What follows belongs to an exercise in optimizing a design on an open flow for small area and a short achievable clock period; a production flow would make more cautious choices. Function was not checked in any run shown here: the RTL went through the layout flow alone. No activity file was given, so power comes from the tool's default toggle rates. The clock port is modelled as an ideal driver; clocking choices that lean on that would not hold on a real chip.

==> flow/design.v (outline; a module is shown in full before it is edited, if it fits) <==
// module fulladder: 9 lines
// module nbitfulladder: 18 lines
// module twoscomplement: 3 lines
// module mux2_1: 3 lines
// module nbitshifter: 3 lines
// module pipelinediv: 1238 lines
module pipelinediv (clock, dividend, divisor, quotient, remainder);
  // ...
==> flow/flow/run.sh <==
#!/bin/bash
set -euo pipefail
bash standard.sh "BUFFER_PORTS_ARGS=-buffer_cell sky130_fd_sc_hd__buf_2" "CTS_ARGS=-sink_clustering_enable -repair_clock_nets -dont_use_dummy_load -buf_list sky130_fd_sc_hd__clkbuf_16 -sink_clustering_size 30 -sink_clustering_max_diameter 80" finish > make_finish.log 2>&1
==> flow/standard.sh <==
#!/bin/bash
# synth_recipe.tcl (not shown) runs the flow's synth.tcl, then flattens the netlist and writes it again
# the make line also repeats each setting of config.mk as NAME=value (left out here)
make -C /OpenROAD-flow-scripts/flow DESIGN_CONFIG=/design/flow/config.mk WORK_HOME=/design/flow/orfs CLKGATE_MAP_FILE= SYNTH_SCRIPT=/design/flow/synth_recipe.tcl "${@:-finish}"
==> flow/config.mk <==
export PLATFORM = sky130hd
export DESIGN_NAME = pipelinediv
export DESIGN_NICKNAME = pipelinediv
export VERILOG_FILES = /design/flow/design.v
export SDC_FILE = /design/flow/constraint.sdc
export NUM_CORES = 4
export LEC_CHECK = 0
export CAP_MARGIN = 20
export CORE_MARGIN = 2
export CORE_UTILIZATION = 60
export PLACE_DENSITY = 0.7
export SLEW_MARGIN = 20
==> flow/constraint.sdc <==
create_clock -name core_clock -period 18.0 [get_ports {clock}]
set_input_delay 3.6000 -clock core_clock [delete_from_list [all_inputs] [get_ports {clock}]]
set_output_delay 3.6000 -clock core_clock [all_outputs]
set_load 0.01 [all_outputs]
==> key figures, run 1 <==
Run status
  – Status: no timing/DRC/antenna violations

Place
  – Post-placement cell area: 61,000 sq um
  – Placer Congestion: 0.743
  – HPWL Detailed: ~53,000 um
  – Port Buf Inserts: 96

STA
  – TNS Setup: 0 ns
  – Final Hold Vio Count: 0

Layout
  – Biggest Area Class: registers
  – Commonest non-fill, non-tap cell in the layout: dfxtp_1
  – Clk cell area share: 0.0306
  – Non-Clock Buffer Count: slightly above 100
  – Seq Cell Count: 1,960
  – Layout Nets: 4,900

GRT
  – Overflow after GRT: 0
  – Largest net degree at the start of global routing: 33
  – Overall Global Routing Usage: 0.148
  – First-pass GRT wire length: 125,000 um
  – Vias in the first global route: between 20,000 and 30,000
  – GRT Max-Usage Layer: met2

Setup path
  – CP Max Fanout: 1
  – Crit path from: x32[10]
  – Crit Reg-Reg Endpoint: r15[1]
  – Reg-to-reg setup timing slack: 14.45 ns
  – Worst setup endpoint: quotient[10]
  – Data arrival, critical path: 1.14 ns

Die
  – Initial Util: 0.603
  – I/O pin total: 97

Synth
  – Synthesized netlist cell count: 4,148
  – Post-synthesis cell type with the largest combined area: dfxtp_1
  – Asr flop ratio synth: 0
  – Area contributors post-synth: dfxtp_1 66%, ha_1 7.5%, fa_1 6.7%
  – Synth Cell Area: 59,100 sq um
  – Top-area cell type share of the netlist area: 0.664
  – #FFs+latches synth: between 1,500 and 2,000
  – Most frequent cells after synthesis: 1,960 x dfxtp_1, 354 x ha_1, 344 x inv_1, 199 x fa_1, 194 x mux2_2

Power and ir drop
  – PnR Total Power: 9990 uW
  – Combinational power share: 0.272
  – Pint: ~7200 uW
  – Switching power: 2770 uW

Clock network
  – Clock Sinks: 1,960
  – Worst-skew pair later-pin latency: 0.67 ns

Route
  – Top layer in use: met4
  – Via density: around 4.9
  – Routed WL: 72,800 um
  – Post-DRT Antenna Nets: 0
==> run 2: changes to the inputs <==
==> flow/flow/run.sh (replaced) <==
#!/bin/bash
set -euo pipefail
bash standard.sh "BUFFER_PORTS_ARGS=-buffer_cell sky130_fd_sc_hd__buf_2" "CTS_ARGS=-sink_clustering_enable -repair_clock_nets -dont_use_dummy_load -buf_list sky130_fd_sc_hd__clkbuf_8 -sink_clustering_size 20 -sink_clustering_max_diameter 60" finish > make_finish.log 2>&1
==> run 2 against run 1 <==
Effect of this change:
- still clean
- clock skew grew 0.029 ns
- clock-buffer cell count increased by 53
- core utilization fell by 0.13 points
- sequential share of layout area grew 0.13 points
- critical path type unchanged
==> key figures, run 2 <==
Setup path
  – Critical path class: register to output port (unchanged)
  – Crit start category: register (unchanged)
  – CP delay by family, top: flip-flops (unchanged)
  – Worst EP required: 14.40 ns (about the same)
  – CP Cell Sequence: buf_2 (unchanged)
  – Critical path endpoint category: output port (unchanged)
  – WP buf/inv: 1 (unchanged)
  – Data arrival, critical path: 1.28 ns (was 1.14 ns)
  – Worst path slowest cell: dfxtp_1 (unchanged)
  – CP Max Fanout: 1 (unchanged)
  – Slowest stage delay, CP: 0.33 ns (was 0.34 ns)

Synth
  – Synthesized netlist cell count: 4,148 (unchanged)
  – Post-Syn Nets: 4,750 (unchanged)
  – Ys flop type: dfxtp_1 (unchanged)
  – EDFF count, synth: 0 (unchanged)
  – Post-synthesis cell type with the largest combined area: dfxtp_1 (unchanged)
  – Distinct cell type count after synthesis: 60 (unchanged)
  – Top-area cell type share of the netlist area: 0.664 (unchanged)
  – #FFs+latches synth: 1,960 (unchanged)
  – Avg Cell Area, Syn: 14.3 sq um (unchanged)
  – YS warnings: 1 (unchanged)
  – Top-count cell post-synth: dfxtp_1 (unchanged)
  – Sequential-to-total area share from yosys stat: 0.664 (unchanged)
  – Synth Cell Area: 59,100 sq um (unchanged)
  – Most frequent cells after synthesis: 1,960 x dfxtp_1, 354 x ha_1, 344 x inv_1, 199 x fa_1, 194 x mux2_2 (unchanged)
  – Area contributors post-synth: dfxtp_1 66%, ha_1 7.5%, fa_1 6.7% (unchanged)
  – Asr flop ratio synth: 0 (unchanged)

Clock network
  – Postcts setup bufs: 0 (unchanged)
  – Hold Buf Count CTS: 0 (unchanged)
  – Worst-skew pair later-pin latency: 0.82 ns (was 0.67 ns)
  – CTS tree: done (unchanged)
  – H-tree depth: 4 (was 3)
  – Clock Sinks: 1,960 (unchanged)
  – Clk root buf: clkbuf_8 (was clkbuf_16)
  – Max Root-Sink Buffers: 3 (unchanged)
  – Reg clk slew, reported paths: 0.11 ns (was 0.10 ns)
  – TritonCTS Buffers: 130 (was 77)
  – Post-cts resize count: 0 (unchanged)

STA
  – Crit path time final: 4.88 ns (was 4.74 ns)
  – Relative slew margins: 0.365 (was 0.359)
  – Fmax: 205 MHz (was 211 MHz)
  – Worst-Margin Slew: 0.952 ns (was 0.961 ns)
  – Clock skew: 0.0711 ns (was 0.0417 ns)
  – TNS Setup: 0 ns (unchanged)
  – RSZ-0062 raised after global routing: false (unchanged)
  – Final Hold Vio Count: 0 (unchanged)
  – Final Setup Violations: 0 (unchanged)
  – Pins Over Slew Limit: 0 (unchanged)
  – Period utilization: 0.271 (was 0.263)

GRT
  – Overflow after GRT: 0 (unchanged)
  – Overall Global Routing Usage: 0.149 (was 0.148)
  – Vias in the first global route: 28,118 (was 27,716)
  – Initial antenna violation count: 3 (was 1)
  – First-pass GRT wire length: 126,000 um (was 125,000 um)
  – Largest net degree at the start of global routing: 33 (unchanged)

Route
  – Routed WL: 73,000 um (was 72,800 um)
  – DRT iter0 DRCs: 931 (was 976)
  – DRT met1 WL: 30,500 um (was 30,800 um)
  – Routed wire length on met3: 2660 um (was 2320 um)
  – Post-DRT Antenna Nets: 0 (unchanged)
  – Metal2 WL: 37,800 um (was 38,100 um)
  – Vias: 27,403 (was 27,094)
  – DR WL/cell: 12.9 um (was 13.0 um)
  – Via density: 4.86 (was 4.85)
  – Pre-antenna DRT Iters: 7 (was 4)
  – Top layer in use: met4 (unchanged)
  – Residual DRC: 0 (unchanged)

Die
  – Core area: 98,000 sq um (unchanged)
  – Die Span X: 318 um (unchanged)
  – Die Span Y: 318 um (unchanged)
  – Initial Util: 0.603 (unchanged)
  – Die area: 101,000 sq um (unchanged)
  – I/O pin total: 97 (unchanged)
  – Row Count: 115 (unchanged)

Place
  – Placer Congestion: 0.743 (unchanged)
  – HPWL Detailed: 52,700 um (unchanged)
  – Port Buf Inserts: 96 (unchanged)

Power and ir drop
  – Max VDD drop: 81.2 uV (was 84.0 uV)
  – P per Cell Area: 157 nW/um^2 (was 159 nW/um^2)
  – Static Leakage: 0.0276 uW (about the same)

Job
  – Max-cap violations: 0 (unchanged)

Worst hold path
  – Worst hold path type: register to register (unchanged)

Layout
  – Layout Nets: 4,953 (was 4,900)
  – Most frequent cells in the layout: 1,960 x dfxtp_1, 354 x ha_1, 344 x inv_1, 199 x fa_1, 194 x mux2_2 (unchanged)
  – Post-layout util: 0.641 (was 0.643)
  – Commonest non-fill, non-tap cell in the layout: dfxtp_1 (unchanged)
  – Layout cell share with drive strength beyond 1: 0.108 (was 0.0968)
  – Area Overhead vs Synth: 6.32% (was 6.53%)

Run status
  – Status: no timing/DRC/antenna violations (unchanged)
## run 2: changes by cell type in the layout (fill, tap and decap cells not counted)
cell	delta
diode_2	+4
clkbuf_8	+130
clkbuf_16	-77
## run 2: report_power, final
group / total (uW) / internal [uW] / leakage, uW / switching [uW]
clock: 1840 / 652 / 0.000935 / 1180
combinational: 2720 / 1420 / 0.0103 / 1300
sequential: 5320 / 5030 / 0.0164 / 296
total: 9880 / 7100 / 0.0276 / 2780
## run 2: path summary, 6_finish.rpt
check	end	slack, ns	depth (start not counted)	startpoint
setup / recovery	quotient[16]	13.12	1	x32[16]
hold / removal	x5[20]	0.27	0	x4[19]
setup reg to reg	r15[1]	14.43	13	x14[31]
hold reg to reg	x5[20]	0.27	0	x4[19]
## run 2: cell type report
class,count,area (sq um)
tap,1287,1610
multi-input combinational,1812,18400
sequential,1960,39200
timing repair buffer,103,533
clock buffer,130,1790
antenna,4,10.0
fill,7306,35100
inverter,344,1290
## run 2: cell families after synthesis
family | after synthesis | synth area share
adders and majority gates | 553 | 0.142
AOI/OAI and AO/OA | 428 | 0.0521
xor gates and xnor gates | 159 | 0.0236
and+or+nand+nor | 326 | 0.0284
DFF | 1960 | 0.664
muxes | 346 | 0.0639
buffers and inverters | 376 | 0.0259
## run 2: per-stage QoR
step	worst slack, ns	hold WS (ns)	total power, uW	std cells	cell area [sq um]
finish	13.12	0.269	9880	5640	62800
global route	13.00	0.271	10600	5639	62800
CTS	13.00	0.271	10100	5636	62800
detailed placement	13.97	0.312	8210	5506	61000
global placement	14.00	0.309	8120	5506	61000
floorplan	14.07	0.310	7630	4148	59100
## run 2: metal layers
layer | GRT usage | vias up
met4 | 0.0532 | 0
met2 | 0.273 | 274
met1 | 0.170 | 12938
met3 | 0.0348 | 160
li1 | - | 14031
met5 | 0 | -

## separate check: timing with driven ports
How much do the figures lean on ideal ports? The routed layouts below were timed once more, with nothing changed but the port constraints.
Step 1, drivers: a clkbuf_16 drives clock and a buf_2 each remaining input, both assumed.
Step 2 moves the port delays by t, midway between the first and last clock arrival at a register: inputs arrive t later, outputs are due t later. That takes back most of the time a late clock gives input paths.
a / b / c = no drivers / after step 1 / after step 2; a / b = the first two.
run	t, ns	slack for setup (ns)	clock arrival spread, ns
run 1	0.715	13.261 / 13.197 / 13.912	0.045 / 0.044
run 2	0.855	13.123 / 13.062 / 13.916	0.081 / 0.081
After both steps setup and hold are still met in every run listed.
